Context: an optimization exercise on an open-source flow, tuned for small area. The choices shown serve that exercise and are no tape-out recipe. RTL that was checked went through simulation tests only; none was proved equivalent to the original. For run 4, only the layout was checked, not whether the RTL still works. Power is estimated from default activity; no workload was simulated.

--- design/flow/constraint.sdc ---
create_clock -name core_clock -period 10.0 [get_ports {clk20}]
set_input_delay 2.0000 -clock core_clock [delete_from_list [all_inputs] [get_ports {clk20}]]
set_output_delay 2.0000 -clock core_clock [all_outputs]
set_load 0.01 [all_outputs]
--- design/flow/config.mk ---
export PLATFORM = sky130hd
export DESIGN_NAME = dvd
export DESIGN_NICKNAME = dvd
export VERILOG_FILES = /design/flow/design.v
export SDC_FILE = /design/flow/constraint.sdc
export NUM_CORES = 4
export LEC_CHECK = 0
export ABC_AREA = 1
export CAP_MARGIN = 20
export CORE_MARGIN = 2
export CORE_UTILIZATION = 40
export SLEW_MARGIN = 20
--- design/flow/design.v ---
module TENBASET_TxD(clk20, rst, Ethernet_TDp, Ethernet_TDm, DataIN, win);
input clk20;
input rst;
input [7:0] DataIN;           
output Ethernet_TDp, Ethernet_TDm;
output win;                   
reg [17:0] cnt; always @(posedge clk20) if(rst) cnt <= 18'h3FFFD; else cnt <= cnt + 1'b1;
reg s1, s2;
always @(posedge clk20) if(rst) begin s1 <= 0; s2 <= 0; end else if(&cnt) begin s1 <= 1'b1; s2 <= s1; end
assign win = (cnt[6:0] == 7'd126);
wire [13:0] m = cnt[17:4];    
wire [2:0]  b = cnt[3:1];     
reg [7:0] pay; always @(posedge clk20) if(cnt[3:0] == 4'd14) pay <= DataIN;
localparam [399:0] HDR = 400'h0000C805000400040200A8C02C00A8C092B3118000000000DC0500450008907856341200C2C7E0E82400D555555555555555;
wire hdrbit = HDR[{m[5:0], b}];
wire in_hdr   = (m < 14'd50);
wire in_crc   = (m >= 14'd8)  && (m < 14'd1522);    
wire in_ctl   = (m >= 14'd4)  && (m < 14'd8);       
wire in_flush = (m >= 14'd1522);
wire databit  = in_hdr ? hdrbit : pay[b];
localparam [31:0] CTL = 32'h9990C1E2;
reg [31:0] CRC;
wire cin = in_crc ? (databit ^ CRC[31]) : (in_ctl & CTL[{m[1:0], b}]);
always @(posedge clk20) if(~cnt[0]) CRC <= {CRC[30:0], 1'b0} ^ ({32{cin}} & 32'h04C11DB7);
wire frame = s2 & (cnt < 18'h05F60);
wire txbit = in_flush ? ~CRC[31] : databit;
wire pulse = (s2 & (cnt >= 18'h05F60) & (cnt <= 18'h05F65))
           | (s1 & ~s2 & ((cnt[16:0] == 17'h1FFFD) | (cnt[16:0] == 17'h1FFFE)))
           | (s2 & (cnt[17:1] == 17'h12FAF));
reg Ethernet_TDp, Ethernet_TDm;
always @(posedge clk20)
  if(rst) begin Ethernet_TDp <= 0; Ethernet_TDm <= 0; end
  else if(frame) begin
    if(~cnt[0]) begin Ethernet_TDp <= ~txbit; Ethernet_TDm <= txbit; end
    else begin Ethernet_TDp <= Ethernet_TDm; Ethernet_TDm <= Ethernet_TDp; end
  end
  else begin Ethernet_TDp <= pulse; Ethernet_TDm <= 1'b0; end
endmodule
module dvd(clk20, rst, Ethernet_TDp, Ethernet_TDm , DataIN );
input clk20;
input rst;
input [7:0] DataIN ;
output Ethernet_TDp,Ethernet_TDm;
wire win;
reg [14:0] ACCADD;
reg [7:0] ACC;
always @(posedge clk20) begin
  ACCADD <= (win ? 15'd0 : ACCADD) + DataIN;
  if (win) ACC <= ACCADD[14:7];
end
TENBASET_TxD trn_inst(clk20, rst, Ethernet_TDp, Ethernet_TDm, ACC, win);
endmodule
--- design/flow/run.sh ---
#!/bin/bash
# synth_recipe.tcl (not shown) runs the flow's synth.tcl, then flattens the netlist and writes it again
# the make line also repeats each setting of config.mk as NAME=value (left out here)
make -C /OpenROAD-flow-scripts/flow DESIGN_CONFIG=/design/flow/config.mk WORK_HOME=/design/flow/orfs CLKGATE_MAP_FILE= SYNTH_SCRIPT=/design/flow/synth_recipe.tcl finish
==> out/results.ini, run 1 <==
[clock_network]
cts_tree = built
post_cts_buffers = 0
numCtsBuffers = 9
postCtsHoldBufs = 0
htree_levels = 3
cts_resized = 0
insertion_delay_ns = 0.34
cts_max_path_buffers = 2
clk_pin_slew_ns = 0.06
root_buffer = clkbuf_16
clock_sinks = 85

[place]
dp_hpwl_um = 6330
placedCellCount = 674
io_buffers = 11
gp_congestion = 0.924

[worst_setup_path]
end_kind = flip-flop
crit_fanout = 17
cp_slowest_cell = dfxtp_1
worstPathCellList = nand2_1, nor2_1, nand2_2, inv_2, nor2_1, ha_1, nand3_1, nand3_1, nand4_1, o211ai_1, nand2_1, nor3_1, nand4_1, xor2_1
r2r-start = trn_inst.cnt[3]$_SDFF_PP1_
crit_type = reg -> reg
cp.required_ns = 10.22
worstPathArrival_ns = 4.16
critPathLaunch = trn_inst.cnt[3]$_SDFF_PP1_
cpPeakStageDelay_ns = 0.65
start_kind = flip-flop

[sta]
tightest_slew_ns = 0.975
max-slew-margin-rel_pct = 34.5
hold_viol = 0
finalClockSkew_ns = 0.00680
whs_ns = 0.419
rsz0062_at_grt = no
fin_crit_ns = 3.94
finalSetupViolations = 0
max_freq_mhz = 254
finalMaxSlewViolations = 0
period_share_pct = 39.4
setup_tns_ns = 0

[job]
maxCapViolations = 0

[yosys]
async_reset_ff_share_pct = 0
yosys.area.top_type_share_pct = 31.9
ys_types = 35
ys_seq_area_share_pct = 48.3
ys.flop_type = edfxtp_1
synth_top_area_cell = edfxtp_1
netlist_area_sq_um = 4520
ys_seq_elements = 85
syn-instance-count = 537
synth_edf_count = 48
yosys_warnings = 2
avgSynthCellArea_sq_um = 8.42
synth_area_leaders = edfxtp_1 32%, dfxtp_1 16%, nand2_1 8.9%
synth.net_count = 568

[pwr]
power_mw = 1.05
p_leak_nw = 2.22
ir_drop_uv = 118
p_per_area_nw_per_um2 = 210

[global_route]
grt_max_degree = 36
grt_use_met2_pct = 26.6
grt_use_total_pct = 16.8
grtUsageMet3_pct = 4.12
grt_pass1_wl_um = 15800
grt_antenna_before_repair = 0
grt-ovfl-total = 0
grt_use_met1_pct = 22.2
first_global_vias = 3294
global_route.peak_usage_layer = met2

[status]
status = no timing/DRC/antenna violations

[final_layout]
diodes = 0
fin_cells = 690
fill_cells = 1083
final_nets = 576
areaGrowthSynthToFinish_pct = 10.4
drive_gt1_share_pct = 8.36
area.sequential_sq_um = 2180
fin_util_pct = 45.6
multiInputGateArea_sq_um = 1960

[worst_hold_path]
hold_path.class = reg -> reg
min_from = ACC[7]$_DFFE_PP_

[floorplanning]
initial_core_util_pct = 41.3
ioPinCount = 12
core_sq_um = 10900
core.rowCount = 38
fp.dieH_um = 110
fp.dieArea_sq_um = 12200
die_w_um = 110

[routing]
drtAntennaViolNets = 0
vias = 3513
drtPass1Iterations = 5
wl_per_cell_um = 13.0
drc = 0
drt_iter0_drc = 249
vias_per_cell = 5.09
drt-total-wl_um = 9000

-- layer usage --
| layer | vias up | share of wire, % |
|---|---|---|
| li1 | 1799 | - |
| met1 | 1624 | 48 |
| met2 | 77 | 46 |
| met3 | 13 | 4.0 |
| met4 | 0 | 1.9 |
| met5 | - | 0 |
-- cells in the mapped netlist (all sizes together) (2+ instances only) --
master and n:
a21o 2, a21oi 26, a31oi 2, buf 12, clkbuf 3, dfxtp 37
edfxtp 48, ha 20, inv 73, nand2 112, nand3 71, nand4 10
nor2 56, nor3 11, o2111ai 2, o21ai 30, xnor2 2, xor2 11
-- cell type report --
type / instances / share of cell area, %
Inverter: 73 / 5.49
Clock buffer: 10 / 4.59
Tap cell: 140 / 3.51
Clock inverter: 6 / 0.953
Timing Repair Buffer: 12 / 2.36
Sequential cell: 85 / 43.7
Multi-Input combinational cell: 364 / 39.4
-- worst paths after layout --
check / to / slack (ns) / depth (start not counted)
worst max register to register: ACCADD[14]$_DFF_P_ / 6.06 / 14
worst max-delay path: ACCADD[14]$_DFF_P_ / 6.06 / 14
worst min-delay path: trn_inst.pay[7]$_DFFE_PN_ / 0.42 / 0
worst min register to register: trn_inst.pay[7]$_DFFE_PN_ / 0.42 / 0
-- power by group --
part	internal (mW)	switching (mW)
logic	0.103	0.168
clock network	0.170	0.138
registers	0.429	0.0376
total	0.703	0.344
-- state kept, by name (all words and copies together) (netlist names) --
register,cells
trn_inst.pay,8
ACC,8
trn_inst.CRC,32
trn_inst.cnt,18
trn_inst.Ethernet_TDp,1
trn_inst.s2,1
trn_inst.Ethernet_TDm,1
ACCADD,15
trn_inst.s1,1
-- kinds of logic after synthesis --
kind of cell | count (synthesis) | share of synthesized area [%]
compound gates | 66 | 7.97
flops | 85 | 48.3
xor+xnor | 13 | 2.52
buf+inv | 88 | 8.28
fa+ha+maj | 21 | 5.98
simple gates | 264 | 27.0
-- worst max-delay path, delay by kind of cell, from the launching register on --
family                     cells  cell delay, ns
buffers and inverters          1            0.34
AOI/OAI and AO/OA              1            0.13
and+or+nand+nor               10            2.16
DFF                            1            0.65
adders and majority gates      1            0.35
xor gates and xnor gates       1            0.17
-- placed cells by master (no fill, tap or decap), types with 2 or more instances in the layout --
cell / n
a21oi_1: 26
nand3_2: 13
a31oi_1: 2
inv_2: 6
inv_1: 67
nor2_1: 52
a21o_1: 2
xor2_1: 11
nand4_1: 10
nand2_2: 5
inv_6: 2
nand3_1: 58
clkdlybuf4s50_1: 11
clkinv_4: 2
o21ai_0: 25
clkbuf_16: 9
xnor2_1: 2
edfxtp_1: 48
o21ai_1: 5
nor3_1: 11
ha_1: 20
dfxtp_1: 37
nor2_2: 4
nand2_1: 107
-- through the flow --
step           instance area, sq um  setup WS [ns]
2_1_floorplan                  4520           6.20
3_5_place_dp                   4710           5.86
5_1_grt                        4990           5.56
4_1_cts                        4990           6.03
6_report                       4990           6.06
3_3_place_gp                   4710           5.93
==> inputs of run 2 (changes only) <==
==> design/flow/flow/run.sh (new file) <==
#!/bin/bash
# Own layout flow: the standard synthesis, then the combinational logic is
# mapped again by ABC for area (registers untouched), then the standard ORFS
# steps with small port buffers and a lighter clock tree.
set -euo pipefail
W=$(pwd)
R=$W/orfs/results/sky130hd/dvd/base
LIB=$FLOW_HOME/platforms/sky130hd/lib/sky130_fd_sc_hd__tt_025C_1v80.lib
bash standard.sh synth > $W/log_synth.txt 2>&1
cp $R/1_2_yosys.v $W/std_synth.v
LIB=$LIB IN=$W/std_synth.v OUT=$R/1_2_yosys.v SCR=$W/flow/area.abc yosys -c $W/flow/reopt.tcl > $W/log_reopt.txt 2>&1
rm -f $R/1_synth.odb $R/1_synth.sdc
bash standard.sh "BUFFER_PORTS_ARGS=-buffer_cell sky130_fd_sc_hd__buf_1" finish > $W/log_finish.txt 2>&1
==> design/flow/flow/area.abc (new file) <==
strash; dch; map -a; topo
==> design/flow/flow/reopt.tcl (new file) <==
# Re-map the combinational cells of a mapped netlist with ABC; flip-flops stay as they are.
yosys -import
set lib $::env(LIB)
read_liberty -ignore_miss_func $lib
read_verilog $::env(IN)
hierarchy -top dvd
foreach m {dfxtp_1 dfxtp_2 dfxtp_4 edfxtp_1 dfrtp_1 dfrtp_2 dfrtp_4 dfstp_1 dfstp_2 dfstp_4 dfxbp_1 dfxbp_2 conb_1} { catch { blackbox sky130_fd_sc_hd__$m } }
flatten
opt -purge
abc -liberty $lib -dont_use *lpflow* -dont_use *probe* -script $::env(SCR)
opt_clean -purge
hilomap -singleton -hicell sky130_fd_sc_hd__conb_1 HI -locell sky130_fd_sc_hd__conb_1 LO
tee -o $::env(OUT).stat stat -liberty $lib
write_verilog -noattr -nohex -nodec $::env(OUT)
==> design/flow/standard.sh (new file) <==
#!/bin/bash
# synth_recipe.tcl (not shown) runs the flow's synth.tcl, then flattens the netlist and writes it again
# the make line also repeats each setting of config.mk as NAME=value (left out here)
make -C /OpenROAD-flow-scripts/flow DESIGN_CONFIG=/design/flow/config.mk WORK_HOME=/design/flow/orfs CLKGATE_MAP_FILE= SYNTH_SCRIPT=/design/flow/synth_recipe.tcl "${@:-finish}"
--- a/design/flow/config.mk
+++ b/design/flow/config.mk
@@ -6,5 +6,4 @@
 export NUM_CORES = 4
 export LEC_CHECK = 0
-export ABC_AREA = 1
 export CAP_MARGIN = 20
 export CORE_MARGIN = 2
removed: design/flow/run.sh
==> run 2 against run 1 <==
Critical path depth up 8. Sequential share of layout area up 8.9 points. Clock power down about 20%. Global-route usage down 0.83 points. Critical endpoint unchanged.
==> out/results.ini, run 2 <==
[final_layout]
final_nets = 449
final_area_sq_um = 4140
diodes = 0
layout_commonest_cell = nor2_1
areaGrowthSynthToFinish_pct = 10.7
reg.largest.list = trn_inst.CRC: 32 flops, trn_inst.cnt: 18 flops, ACCADD: 15 flops
drive_gt1_share_pct = 4.73
top_register = trn_inst.CRC
largest_reg_flops = 32
layout_common_cells = 91 x nor2_1, 61 x clkinv_1, 48 x edfxtp_1

[yosys]
yosys_warnings = 2
avgSynthCellArea_sq_um = 9.02
syn-instance-count = 415
synth.net_count = 425
netlist_area_sq_um = 3740

[clock_network]
postCtsHoldBufs = 0
root_buffer = clkbuf_8
htree_levels = 3
cts_max_path_buffers = 2
cts_tree = built
clock_sinks = 85
insertion_delay_ns = 0.34
numCtsBuffers = 9
clk_pin_slew_ns = 0.09
cts_resized = 0
post_cts_buffers = 0

[pwr]
ir_drop_uv = 118
p_per_area_nw_per_um2 = 211
p_leak_nw = 1.48

[floorplanning]
fp.dieH_um = 101
fp.dieArea_sq_um = 10100
die_w_um = 101
ioPinCount = 12
core_sq_um = 9150
core.rowCount = 35
initial_core_util_pct = 40.9

[place]
dp_hpwl_um = 5150
postPlaceCellArea_sq_um = 3940
io_buffers = 11
gp_congestion = 0.945

[worst_setup_path]
crit_type = reg -> reg
r2r-start = trn_inst.cnt[4]$_SDFF_PP1_
critPathLaunch = trn_inst.cnt[4]$_SDFF_PP1_
endpoint = ACCADD[14]$_DFF_P_
start_kind = flip-flop
cp.required_ns = 10.28
end_kind = flip-flop
r2r_cells = 22
r2r_slack_ns = 4.72
worstPathArrival_ns = 5.56
crit_fanout = 18
regToRegEndpoint = ACCADD[14]$_DFF_P_

[worst_hold_path]
hold_path.class = reg -> reg

[sta]
finalClockSkew_ns = 0.0135
setup_tns_ns = 0
finalMaxSlewViolations = 0
rsz0062_at_grt = no
period_share_pct = 52.8
finalSetupViolations = 0
hold_viol = 0
fin_crit_ns = 5.28
max_freq_mhz = 189
tightest_slew_ns = 0.785
max-slew-margin-rel_pct = 47.5

[routing]
wl_per_cell_um = 13.4
vias_per_cell = 5.19
vias = 2878
drtPass1Iterations = 4
drtAntennaViolNets = 0
drt_iter0_drc = 124
drt-total-wl_um = 7420
drc = 0

[global_route]
grt_pass1_wl_um = 12700
grt-ovfl-total = 0
grt_antenna_before_repair = 0
grt_use_total_pct = 16.0
first_global_vias = 2696
grt_max_degree = 37

[status]
status = no timing/DRC/antenna violations

[job]
maxCapViolations = 0

## run 2: where the power goes
group	leakage (nW)	switching [mW]	total, mW	internal (mW)
clock	0.0940	0.127	0.246	0.118
sequential	0.757	0.0334	0.458	0.424
combinational	0.624	0.110	0.170	0.0604
total	1.48	0.271	0.874	0.603
## run 2: worst min-delay path by stage
stage	start	endpoint	slack, ns	cells past startpoint
3_5_place_dp	ACC[6]$_DFFE_PP_	trn_inst.pay[6]$_DFFE_PN_	0.40	0
2_1_floorplan	trn_inst.CRC[12]$_DFFE_PN_	trn_inst.CRC[13]$_DFFE_PN_	0.40	0
6_report	ACC[3]$_DFFE_PP_	trn_inst.pay[3]$_DFFE_PN_	0.43	0
5_1_grt	trn_inst.CRC[14]$_DFFE_PN_	trn_inst.CRC[15]$_DFFE_PN_	0.43	0
4_1_cts	ACC[3]$_DFFE_PP_	trn_inst.pay[3]$_DFFE_PN_	0.43	0
3_3_place_gp	ACC[2]$_DFFE_PP_	trn_inst.pay[2]$_DFFE_PN_	0.40	0
## run 2: worst max-delay path, cell delays in order (launching register included)
cell and delay, ns:
dfxtp_1 0.60, clkinv_1 0.28, nor2_1 0.20, clkinv_1 0.14, nor2_1 0.17, clkinv_1 0.16, nor2_1 0.63, clkinv_1 0.61
nand3_1 0.22, nand2_1 0.10, o21ai_0 0.26, a21oi_1 0.15, nand2_1 0.08, nand2_1 0.07, nor2_1 0.10, a31oi_1 0.07
o21ai_0 0.32, nand3_1 0.15, nand3_1 0.17, clkinv_1 0.16, nor3b_1 0.32, o21ai_0 0.13, a21oi_1 0.13
## run 2: final cells by class
| cell class | count | area, sq um |
|---|---|---|
| Fill cell | 889 | 5010 |
| Sequential cell | 85 | 2180 |
| Multi-Input combinational cell | 269 | 1330 |
| Inverter | 61 | 229 |
| Tap cell | 111 | 139 |
| Clock buffer | 9 | 124 |
| Clock inverter | 7 | 81.3 |
| Timing Repair Buffer | 13 | 56.3 |
## run 2: metrics by stage
step                      total power, mW  setup WS [ns]  hold WS, ns  cells  utilization (%)
after detailed placement            0.634           4.78        0.405    539             43.0
after global placement              0.633           4.96        0.403    539             43.0
after global routing                0.932           3.92        0.432    555             45.3
after CTS                           0.884           4.73        0.426    555             45.3
after floorplan                     0.592           5.80        0.400    415                -
final                               0.874           4.72        0.425    555             45.3
## run 2: layer usage
| metal | part of all wire [%] | track usage, % | routed length, um |
|---|---|---|---|
| met1 | 48 | 22.2 | 3580 |
| met2 | 46 | 23.8 | 3420 |
| met3 | 3.9 | 2.98 | 293 |
| met4 | 1.7 | 8.11 | 127 |
| met5 | 0 | 0 | 0 |
==> inputs of run 3 (changes only) <==
--- a/design/flow/flow/run.sh
+++ b/design/flow/flow/run.sh
@@ -11,3 +11,3 @@
 LIB=$LIB IN=$W/std_synth.v OUT=$R/1_2_yosys.v SCR=$W/flow/area.abc yosys -c $W/flow/reopt.tcl > $W/log_reopt.txt 2>&1
 rm -f $R/1_synth.odb $R/1_synth.sdc
-bash standard.sh "BUFFER_PORTS_ARGS=-buffer_cell sky130_fd_sc_hd__buf_1" finish > $W/log_finish.txt 2>&1
+bash standard.sh "BUFFER_PORTS_ARGS=-buffer_cell sky130_fd_sc_hd__buf_1" "CTS_ARGS=-sink_clustering_enable -repair_clock_nets -dont_use_dummy_load" finish > $W/log_finish.txt 2>&1
==> design/flow/flow/area.abc (replaced) <==
strash; dch -f; map -a; strash; dch -f; map -a; topo
==> run 3 against run 2 <==
Sequential cell count unchanged. Combinational power is 6% higher. Via count is 3.6% lower. First-iteration DRC count up 19%. Non-clock buffer count is the same. Highest routed layer unchanged. Critical path depth did not move. Power decreased by 5.0%. Final area is 3.2% lower. Worst hold slack worse by 0.0063 ns. Wire length decreased by 4.8%. Register-to-register slack improved by 0.46 ns.
==> out/results.ini, run 3 <==
[status]
status = no timing/DRC/antenna violations

[routing]
vias_per_cell = 5.26
drc = 0
drt_iter0_drc = 147
drt-total-wl_um = 7060
wl_per_cell_um = 13.4
drtAntennaViolNets = 0
vias = 2773
drtPass1Iterations = 5

[worst_setup_path]
cpPeakStageDelay_ns = 0.70
worstPathCellList = clkinv_1, nor2_1, clkinv_1, nor3_2, nand3_1, clkinv_1, o21ai_0, a21oi_1, a21oi_1, nand3_1, nand2_1, o21bai_1, nor3_1, o21a_1, nor2_1, nor2_1, nand2_1, clkinv_1, nand2_1, clkinv_1, o21ai_0, nor2_1
cpMostUsedCell = clkinv_1
critPathBufInv = 5
crit_fanout = 22
crit_type = reg -> reg
worstPathArrival_ns = 5.07
end_kind = flip-flop
start_kind = flip-flop
cp_slowest_cell = nand3_1
cp.required_ns = 10.25
crit_family = simple AND/OR/NAND/NOR gates

[final_layout]
top_register = trn_inst.CRC
fin_util_pct = 44.1
reg.largest.list = trn_inst.CRC: 32 flops, trn_inst.cnt: 18 flops, ACCADD: 15 flops
layout_common_cells = 73 x nor2_1, 55 x clkinv_1, 48 x edfxtp_1
drive_gt1_share_pct = 3.61
areaGrowthSynthToFinish_pct = 8.79
largest_reg_flops = 32
final_nets = 428
layout_commonest_cell = nor2_1
diodes = 0

[pwr]
combPwrFrac_pct = 21.7
clkPwrFrac_pct = 22.6
swShare_pct = 30.9
ir_drop_uv = 102
intPower_uw = 574
p_sw_uw = 256
p_leak_nw = 1.42
p_per_area_nw_per_um2 = 207
seqPwrFrac_pct = 55.7

[clock_network]
post_cts_buffers = 0
root_buffer = clkbuf_8
cts_resized = 0
cts_tree = built
cts_max_path_buffers = 2
htree_levels = 3
clock_sinks = 85
clk_pin_slew_ns = 0.09
postCtsHoldBufs = 0
numCtsBuffers = 9
insertion_delay_ns = 0.35

[sta]
max-slew-margin-rel_pct = 52.2
finalMaxSlewViolations = 0
hold_viol = 0
rsz0062_at_grt = no
tightest_slew_ns = 0.714
finalSetupViolations = 0
period_share_pct = 48.2
fin_crit_ns = 4.82
finalClockSkew_ns = 0.0242
setup_tns_ns = 0
max_freq_mhz = 208

[place]
dp_hpwl_um = 4900
gp_congestion = 0.967
io_buffers = 11

[floorplanning]
core_sq_um = 9110
fp.dieH_um = 100
ioPinCount = 12
core.rowCount = 35
die_w_um = 100
fp.dieArea_sq_um = 10000
initial_core_util_pct = 40.5

[global_route]
grt_antenna_before_repair = 0
grt_max_degree = 36
first_global_vias = 2569
grt_use_total_pct = 15.2
grt-ovfl-total = 0
grt_pass1_wl_um = 12100

[yosys]
syn-instance-count = 394
netlist_area_sq_um = 3690
synth.net_count = 404
avgSynthCellArea_sq_um = 9.36
yosys_warnings = 2

[job]
maxCapViolations = 0

[worst_hold_path]
hold_path.class = reg -> reg

-- run 3: path summary, 6_finish.rpt --
kind	startpoint	endpoint	slack (ns)	cells past startpoint
worst max-delay path	trn_inst.cnt[3]$_SDFF_PP1_	ACCADD[11]$_DFF_P_	5.18	22
worst min-delay path	trn_inst.CRC[29]$_DFFE_PN_	trn_inst.CRC[30]$_DFFE_PN_	0.42	0
worst max register to register	trn_inst.cnt[3]$_SDFF_PP1_	ACCADD[11]$_DFF_P_	5.18	22
worst min register to register	trn_inst.CRC[29]$_DFFE_PN_	trn_inst.CRC[30]$_DFFE_PN_	0.42	0
-- run 3: layout make-up --
cell class / count / area (sq um)
inverters: 55 / 206
flip-flops and latches: 85 / 2180
clock buffers: 9 / 124
well taps: 111 / 139
multi-input cells: 254 / 1310
fillers: 914 / 5100
repair buffers: 13 / 56.3
-- run 3: layer usage --
layer | up-vias | track usage (%) | wire length, um
li1 | 1426 | - | -
met1 | 1266 | 21.2 | 3470
met2 | 62 | 22.2 | 3090
met3 | 19 | 4.04 | 281
met4 | 0 | 6.74 | 220
met5 | - | 0 | 0
-- run 3: power groups by stage --
| stage | sequential [mW] | combinational [mW] | clock (mW) |
|---|---|---|---|
| 4_1_cts | 0.462 | 0.180 | 0.195 |
| 3_3_place_gp | 0.469 | 0.179 | 0 |
| 2_1_floorplan | 0.459 | 0.145 | 0 |
| 3_5_place_dp | 0.470 | 0.179 | 0 |
| 6_report | 0.462 | 0.180 | 0.188 |
| 5_1_grt | 0.470 | 0.209 | 0.206 |
-- run 3: metrics by stage --
stage               std cells  cell area (sq um)  hold slack (ns)  total power [mW]  setup slack [ns]
floorplan                 394               3690            0.400             0.604              5.61
global placement          518               3880            0.402             0.648              4.87
detailed placement        518               3880            0.405             0.649              4.60
CTS                       527               4010            0.425             0.838              4.63
global route              527               4010            0.435             0.885              4.44
finish                    527               4010            0.419             0.830              5.18
==> inputs of run 4 (changes only) <==
--- a/design/flow/design.v
+++ b/design/flow/design.v
@@ -12,11 +12,63 @@
 wire [2:0]  b = cnt[3:1];     
 reg [7:0] pay; always @(posedge clk20) if(cnt[3:0] == 4'd14) pay <= DataIN;
-localparam [399:0] HDR = 400'h0000C805000400040200A8C02C00A8C092B3118000000000DC0500450008907856341200C2C7E0E82400D555555555555555;
-wire hdrbit = HDR[{m[5:0], b}];
+reg [7:0] hdr_byte;
+always @* case(m[5:0])
+      6'd0: hdr_byte = 8'h55;
+      6'd1: hdr_byte = 8'h55;
+      6'd2: hdr_byte = 8'h55;
+      6'd3: hdr_byte = 8'h55;
+      6'd4: hdr_byte = 8'h55;
+      6'd5: hdr_byte = 8'h55;
+      6'd6: hdr_byte = 8'h55;
+      6'd7: hdr_byte = 8'hD5;
+      6'd8: hdr_byte = 8'h00;
+      6'd9: hdr_byte = 8'h24;
+      6'd10: hdr_byte = 8'hE8;
+      6'd11: hdr_byte = 8'hE0;
+      6'd12: hdr_byte = 8'hC7;
+      6'd13: hdr_byte = 8'hC2;
+      6'd14: hdr_byte = 8'h00;
+      6'd15: hdr_byte = 8'h12;
+      6'd16: hdr_byte = 8'h34;
+      6'd17: hdr_byte = 8'h56;
+      6'd18: hdr_byte = 8'h78;
+      6'd19: hdr_byte = 8'h90;
+      6'd20: hdr_byte = 8'h08;
+      6'd21: hdr_byte = 8'h00;
+      6'd22: hdr_byte = 8'h45;
+      6'd23: hdr_byte = 8'h00;
+      6'd24: hdr_byte = 8'h05;
+      6'd25: hdr_byte = 8'hDC;
+      6'd26: hdr_byte = 8'h00;
+      6'd27: hdr_byte = 8'h00;
+      6'd28: hdr_byte = 8'h00;
+      6'd29: hdr_byte = 8'h00;
+      6'd30: hdr_byte = 8'h80;
+      6'd31: hdr_byte = 8'h11;
+      6'd32: hdr_byte = 8'hB3;
+      6'd33: hdr_byte = 8'h92;
+      6'd34: hdr_byte = 8'hC0;
+      6'd35: hdr_byte = 8'hA8;
+      6'd36: hdr_byte = 8'h00;
+      6'd37: hdr_byte = 8'h2C;
+      6'd38: hdr_byte = 8'hC0;
+      6'd39: hdr_byte = 8'hA8;
+      6'd40: hdr_byte = 8'h00;
+      6'd41: hdr_byte = 8'h02;
+      6'd42: hdr_byte = 8'h04;
+      6'd43: hdr_byte = 8'h00;
+      6'd44: hdr_byte = 8'h04;
+      6'd45: hdr_byte = 8'h00;
+      6'd46: hdr_byte = 8'h05;
+      6'd47: hdr_byte = 8'hC8;
+      6'd48: hdr_byte = 8'h00;
+      6'd49: hdr_byte = 8'h00;
+      default: hdr_byte = 8'h00;
+endcase
 wire in_hdr   = (m < 14'd50);
 wire in_crc   = (m >= 14'd8)  && (m < 14'd1522);    
 wire in_ctl   = (m >= 14'd4)  && (m < 14'd8);       
 wire in_flush = (m >= 14'd1522);
-wire databit  = in_hdr ? hdrbit : pay[b];
+wire databit  = in_hdr ? hdr_byte[b] : pay[b];
 localparam [31:0] CTL = 32'h9990C1E2;
 reg [31:0] CRC;
==> design/flow/run.sh (new file) <==
#!/bin/bash
# synth_recipe.tcl (not shown) runs the flow's synth.tcl, then flattens the netlist and writes it again
# the make line also repeats each setting of config.mk as NAME=value (left out here)
make -C /OpenROAD-flow-scripts/flow DESIGN_CONFIG=/design/flow/config.mk WORK_HOME=/design/flow/orfs CLKGATE_MAP_FILE= SYNTH_SCRIPT=/design/flow/synth_recipe.tcl finish
removed: design/flow/flow/run.sh
removed: design/flow/flow/area.abc
removed: design/flow/flow/reopt.tcl
removed: design/flow/standard.sh
==> run 4 against run 3 <==
Still clean. Count of clock-buffer cells in the layout up 1. Via count rose by 18%. Power up 41%. Fmax up 12%. First-iteration DRC count increased by 51%. Clock power rose by 96%. Synthesized cell count rose by 12%. Utilization rose by 0.66 points. Critical path type is now in -> reg.
==> out/results.ini, run 4 <==
[global_route]
grt_antenna_before_repair = 0
grt_max_degree = 38
first_global_vias = 3118
grt_use_total_pct = 14.9
grt_pass1_wl_um = 15300
grt-ovfl-total = 0

[final_layout]
reg.largest.list = trn_inst.CRC: 32 flops, trn_inst.cnt: 18 flops, ACCADD: 15 flops
layout_common_cells = 48 x edfxtp_1, 45 x dfxtp_1, 24 x a21oi_1
top_register = trn_inst.CRC
fin_cells = 593
diodes = 0
fin_util_pct = 44.7
layout_commonest_cell = edfxtp_1
largest_reg_flops = 32
drive_gt1_share_pct = 10.3
final_nets = 473
areaGrowthSynthToFinish_pct = 10.5
final_area_sq_um = 5300

[routing]
drtPass1Iterations = 5
vias_per_cell = 5.52
vias = 3274
wl_per_cell_um = 15.1
drc = 0
drt_iter0_drc = 222
drtAntennaViolNets = 0
drt-total-wl_um = 8980

[worst_setup_path]
end_kind = flip-flop
r2r_cells = 11
start_kind = input pin
regToRegEndpoint = ACCADD[14]$_DFF_P_
worstPathArrival_ns = 4.53
endpoint = ACCADD[14]$_DFF_P_
critPathBufInv = 1
crit_family = compound AO/OA/AOI/OAI gates
cpPeakStageDelay_ns = 0.65
worstPathCellList = clkdlybuf4s50_1, ha_1, fa_1, a21o_1, a21oi_1, o21bai_1, a2111oi_2, nor4_1, o21a_1
cp_slowest_cell = a2111oi_2
cp.required_ns = 10.24
r2r-start = trn_inst.cnt[3]$_SDFF_PP1_
critPathLaunch = DataIN[0]
crit_fanout = 7
r2r_slack_ns = 5.88
crit_type = in -> reg
cp_num_cells = 9

[worst_hold_path]
hold_path.class = reg -> reg

[job]
maxCapViolations = 0

[yosys]
avgSynthCellArea_sq_um = 10.9
netlist_area_sq_um = 4800
synth_top_family_by_area = simple AND/OR/NAND/NOR gates
yosys_warnings = 2
ys_seq_area_share_pct = 48.8
synth_edf_count = 48
synth_compound_area_share_pct = 14.8
ys_seq_elements = 93
synthMuxAreaShare_pct = 2.11
synth_common_cells = 48 x edfxtp_1, 45 x dfxtp_1, 24 x a21oi_1
synth_area_leaders = edfxtp_1 30%, dfxtp_1 19%, ha_1 5.5%
synth_top_area_cell = edfxtp_1
yosys.area_share.simple_pct = 17.7
syn-instance-count = 441
async_reset_ff_share_pct = 0
synth_xor_area_share_pct = 6.70
yosys.area.top_type_share_pct = 30.0
ys.flop_type = edfxtp_1
synth-adder-area-share_pct = 5.89
ys_types = 72
synth.net_count = 473
synth.most_common_cell = edfxtp_1

[sta]
max-slew-margin-rel_pct = 48.9
period_share_pct = 42.9
finalSetupViolations = 0
finalMaxSlewViolations = 0
fin_crit_ns = 4.29
rsz0062_at_grt = no
whs_ns = 0.417
tightest_slew_ns = 0.766
finalClockSkew_ns = 0.00791
hold_viol = 0
max_freq_mhz = 233
setup_tns_ns = 0
layout_setup_ws_ns = 5.71

[pwr]
p_per_area_nw_per_um2 = 220
power_mw = 1.17
ir_drop_uv = 105
p_leak_nw = 2.03

[clock_network]
post_cts_buffers = 0
clock_sinks = 93
clk_pin_slew_ns = 0.07
root_buffer = clkbuf_16
postCtsHoldBufs = 0
cts_tree = built
insertion_delay_ns = 0.35
cts_resized = 0
htree_levels = 3
numCtsBuffers = 9
cts_max_path_buffers = 2

[floorplanning]
core_sq_um = 11900
die_w_um = 114
fp.dieH_um = 114
ioPinCount = 12
fp.dieArea_sq_um = 12900
core.rowCount = 40
initial_core_util_pct = 40.5

[place]
postPlaceCellArea_sq_um = 4980
io_buffers = 11
dp_hpwl_um = 5980
gp_congestion = 0.870
dpl_worst_slack_ns = 5.31
placedCellCount = 577

[status]
status = no timing/DRC/antenna violations

run 4: cell types whose count changed in the layout (fill, tap and decap cells not counted), moves of 13 or more:
| cell | before | now |
|---|---|---|
| o21ai_0 | 36 | 15 |
| nor2_1 | 73 | 18 |
| clkinv_1 | 55 | 1 |
| inv_1 | 0 | 13 |
| ha_1 | 0 | 21 |
run 4: worst min path at each step:
stage                                          start                          to  slack, ns  cells after the start
after global placement              ACC[4]$_DFFE_PP_   trn_inst.pay[4]$_DFFE_PN_       0.40                      0
after CTS                 trn_inst.CRC[12]$_DFFE_PN_  trn_inst.CRC[13]$_DFFE_PN_       0.42                      0
after floorplan                    ACCADD[7]$_DFF_P_            ACC[0]$_DFFE_PP_       0.40                      0
final                      trn_inst.CRC[8]$_DFFE_PN_   trn_inst.CRC[9]$_DFFE_PN_       0.42                      0
after detailed placement            ACC[2]$_DFFE_PP_   trn_inst.pay[2]$_DFFE_PN_       0.40                      0
after global routing       trn_inst.CRC[8]$_DFFE_PN_   trn_inst.CRC[9]$_DFFE_PN_       0.42                      0
run 4: layer usage:
metal  global-route usage (%)  part of all wire [%]  vias to the layer above
met4                     7.07                   1.9                        0
met2                     23.7                    47                       60
met1                     19.6                    48                     1571
met3                     3.13                   3.3                       13
met5                        0                     0                        -
li1                         -                     -                     1630
run 4: cell type report:
cell class | count | area [sq um]
fillers | 1083 | 6560
well taps | 147 | 184
clock inverters | 6 | 92.6
flip-flops and latches | 93 | 2340
clock buffers | 10 | 229
repair buffers | 13 | 125
inverters | 16 | 60.1
multi-input cells | 308 | 2270
run 4: kinds of logic after synthesis:
family,Yosys count
AOI/OAI and AO/OA,101
xor gates and xnor gates,29
adders and majority gates,22
buffers and inverters,40
DFF,93
muxes,10
and+or+nand+nor,146
run 4: power breakdown:
part	switching [mW]	internal [mW]
combinational	0.167	0.129
sequential	0.0441	0.461
clock	0.147	0.221
total	0.358	0.811

afterwards: timing with drivers on the ports:
In the flow no input, the clock included, has a driving cell. The finished layouts below were timed again as built, in two steps.
Step 1 assumes that a clkbuf_16 drives the clock port and a buf_2 every other input.
Step 2 adds t to the input delays and takes it off the output delays; t is the mean of the earliest and latest rising clock arrival at the registers after step 1. Input paths then give back, and output paths get back, about the clock's delay inside the block.
Three values: no drivers, after step 1, after step 2; two values: the first two.
run	shift t [ns]	slack for setup (ns)	slew at the worst register clock pin (ns)	cell pins on the clock port's net
run 1	0.370	6.062 / 6.062 / 5.868	0.06 / 0.06	1
run 2	0.367	4.721 / 4.721 / 4.721	0.09 / 0.09	1
run 3	0.367	5.181 / 5.181 / 5.181	0.09 / 0.09	1
run 4	0.378	5.708 / 5.723 / 5.345	0.07 / 0.07	1
After both steps setup and hold are still met in every run listed. The setup slack of run 4, which loses most, moves by +0.015 ns with the drivers and by -0.363 ns with both steps.
